Context: an optimization exercise on an open-source flow, tuned for small area, a short achievable clock period and few clock cycles. The choices shown serve that exercise and are no tape-out recipe. Only simulation tests tie the RTL to the original design; equivalence was not proved. Power is estimated from default activity; no workload was simulated.

exp/pepper:
// mul
module mul
(
	input clk,
	input rst,
	input  [31:0] a,
	input  [31:0] b,
	input start,
	output [31:0] res_mul,
	output logic vld
);
Size: about 100 I/O pins, ~12000 um2 of cells after synthesis.
==> flow/config.mk <==
export PLATFORM = sky130hd
export DESIGN_NAME = mul
export DESIGN_NICKNAME = mul
export VERILOG_FILES = /design/flow/design.v
export SDC_FILE = /design/flow/constraint.sdc
export NUM_CORES = 4
export LEC_CHECK = 0
export CAP_MARGIN = 20
export CORE_MARGIN = 2
export CORE_UTILIZATION = 55
export CTS_BUF_LIST = sky130_fd_sc_hd__clkbuf_4 sky130_fd_sc_hd__clkbuf_8
export CTS_CLUSTER_SIZE = 40
export SLEW_MARGIN = 20
==> flow/constraint.sdc <==
create_clock -name core_clock -period 12.0 [get_ports {clk}]
set_input_delay 2.4000 -clock core_clock [delete_from_list [all_inputs] [get_ports {clk}]]
set_output_delay 2.4000 -clock core_clock [all_outputs]
set_load 0.01 [all_outputs]
standard.sh (not shown) runs the stock make flow with config.mk's settings and CLKGATE_MAP_FILE= SYNTH_SCRIPT=/design/flow/synth_recipe.tcl, a recipe that flattens the netlist after the stock synthesis.
==> flow/flow/run.sh <==
#!/bin/bash
# The standard ORFS layout with three changes to how it is made:
#  - synthesis skips the generic ABC pass inside Yosys's synth command
#    (SYNTH_ARGS=-noabc), so extract_fa sees the adders as written and maps
#    them to full-adder cells without inverters between them; registers and
#    their names are the standard synthesis's;
#  - the port buffers are sky130_fd_sc_hd__buf_4 instead of a delay buffer;
#  - repair_timing aims for a larger setup margin.
set -euo pipefail
cd "$(dirname "$0")/.."
export SYNTH_ARGS="-noabc"
export BUFFER_PORTS_ARGS="-buffer_cell sky130_fd_sc_hd__buf_4"
export SETUP_SLACK_MARGIN=6.4
bash standard.sh finish > standard.log 2>&1
exp/pepper completed; timing, DRC and antenna clean
Testbench counts of exp/pepper, summed over its fixed seeds: cycles 3,200.
Changes in exp/juniper relative to exp/pepper:
Settings: GPL_ROUTABILITY_DRIVEN: unset -> 0.
--- a/flow/flow/run.sh
+++ b/flow/flow/run.sh
@@ -11,4 +11,4 @@
 export SYNTH_ARGS="-noabc"
 export BUFFER_PORTS_ARGS="-buffer_cell sky130_fd_sc_hd__buf_4"
-export SETUP_SLACK_MARGIN=6.4
+export SETUP_SLACK_MARGIN=6.2
 bash standard.sh finish > standard.log 2>&1
Notes after the runs:
For the total setup buffers inserted after CTS, exp/juniper came in 14 lower than exp/pepper did.
Comparing area overhead of the layout relative to synthesis for exp/juniper and exp/pepper, the bigger number came from exp/pepper.
Diff exp/pepper -> exp/juniper: share of the cycle needed by the critical path after routing went up 0.81 points; transition time at the pin with the least slew margin went up 0.099 ns.
Between exp/juniper and exp/pepper, the difference in wire length of the first global-routing pass is negligible.
Total wire length in exp/juniper vs exp/pepper: down about 5.3%
exp/juniper reports its category of the critical setup timing path as input pin to flop while exp/pepper reports flop to primary output.
As of exp/juniper, met2 wire length had fallen by a few percent compared to exp/pepper.
The final-layout worst hold slack reported for exp/juniper is greater than that of exp/pepper by 0.026 ns.
exp/pepper ended up with res_mul[31] as its critical path endpoint; exp/juniper ended up with s633_q.
When exp/juniper is measured against exp/pepper, its via count turns out 4.3% lower.
Input changes introduced in exp/maple (baseline for comparison: exp/juniper):
Settings: removing GPL_ROUTABILITY_DRIVEN (formerly 0).
--- a/flow/flow/run.sh
+++ b/flow/flow/run.sh
@@ -12,3 +12,3 @@
 export BUFFER_PORTS_ARGS="-buffer_cell sky130_fd_sc_hd__buf_4"
 export SETUP_SLACK_MARGIN=6.2
-bash standard.sh finish > standard.log 2>&1
+bash standard.sh MATCH_CELL_FOOTPRINT=0 finish > standard.log 2>&1
Notes after the runs:
- On multi-input gate share of total cell area, exp/maple tracks exp/juniper almost exactly.
- Between exp/juniper and exp/maple, the final area figures differ only marginally.
- exp/juniper → exp/maple: detailed route wirelength on metal3 -about 1.1%; power +about 0.36%.
### exp/maple -> exp/yarrow
--- a/flow/flow/run.sh
+++ b/flow/flow/run.sh
@@ -12,3 +12,3 @@
 export BUFFER_PORTS_ARGS="-buffer_cell sky130_fd_sc_hd__buf_4"
 export SETUP_SLACK_MARGIN=6.2
-bash standard.sh MATCH_CELL_FOOTPRINT=0 finish > standard.log 2>&1
+bash standard.sh finish > standard.log 2>&1
### Flow results
~same switching share of total power in exp/maple and exp/yarrow
| global routing usage on met3 | exp/yarrow vs exp/maple | 0.25 points higher |
Leakage dissipation delta (exp/yarrow -> exp/maple): insignificant
The sequential share of layout area was comparable across exp/maple and exp/yarrow.
The utilization was comparable across exp/maple and exp/yarrow.
What exp/umber does differently from exp/yarrow at the input level:
Settings: CTS_CLUSTER_SIZE: 40 -> unset; CTS_BUF_LIST: sky130_fd_sc_hd__clkbuf_4 sky130_fd_sc_hd__clkbuf_8 -> unset.
--- a/flow/flow/run.sh
+++ b/flow/flow/run.sh
@@ -11,4 +11,4 @@
 export SYNTH_ARGS="-noabc"
 export BUFFER_PORTS_ARGS="-buffer_cell sky130_fd_sc_hd__buf_4"
-export SETUP_SLACK_MARGIN=6.2
+export SETUP_SLACK_MARGIN=6.0
 bash standard.sh finish > standard.log 2>&1
[summary]
Looking at endpoint of the worst setup timing path, the s581_q result is from exp/umber; the s633_q one comes from exp/yarrow.
Between exp/yarrow and exp/umber, part of the total power dissipated in the clock network increased.
| total chip power | exp/umber vs exp/yarrow | 40 uW higher |
Summary of exp/umber over exp/yarrow: power dissipated by switching net loads moved up; final critical-path share of the clock period higher.
exp/umber -> exp/yarrow: number of setup violations in the final report delta 0, exact match
Looking at exp/umber and exp/yarrow, the total via count in the routed design is a wash.
Re setup slack of the critical path after layout: exp/umber and exp/yarrow aren't equal, and the lower value belongs to exp/umber.
Top achievable clock speed: higher on exp/yarrow
Looking at average via count per standard cell, exp/umber sits 0.027 higher than exp/yarrow does.

-- afterwards: timing with drivers on the ports --
How much do the figures lean on ideal ports? The routed layouts below were timed once more, with nothing changed but the port constraints. Step 1: set_driving_cell puts a clkbuf_16 on clk and a buf_2 on each other input, an assumption about the parent block. Step 2, shift: input delay + t, output delay - t, t = (earliest + latest rising clock arrival at the registers) / 2. This alone moves slack from input paths to output paths. Three values: ideal, step 1, step 2; two values: the first two.
| run | shift t [ns] | slack for setup (ns) | pins driven straight from the clock port |
|---|---|---|---|
| exp/pepper | 0.438 | 6.359 / 6.314 / 5.929 | 1 |
| exp/juniper | 0.420 | 6.262 / 6.273 / 5.853 | 1 |
| exp/maple | 0.428 | 6.272 / 6.268 / 5.840 | 1 |
| exp/yarrow | 0.420 | 6.262 / 6.273 / 5.853 | 1 |
| exp/umber | 0.399 | 6.105 / 6.130 / 5.731 | 1 |
After both steps setup and hold are still met in every run listed. For exp/maple, which loses most, drivers alone change the setup slack by -0.004 ns; drivers and shift together by -0.432 ns.
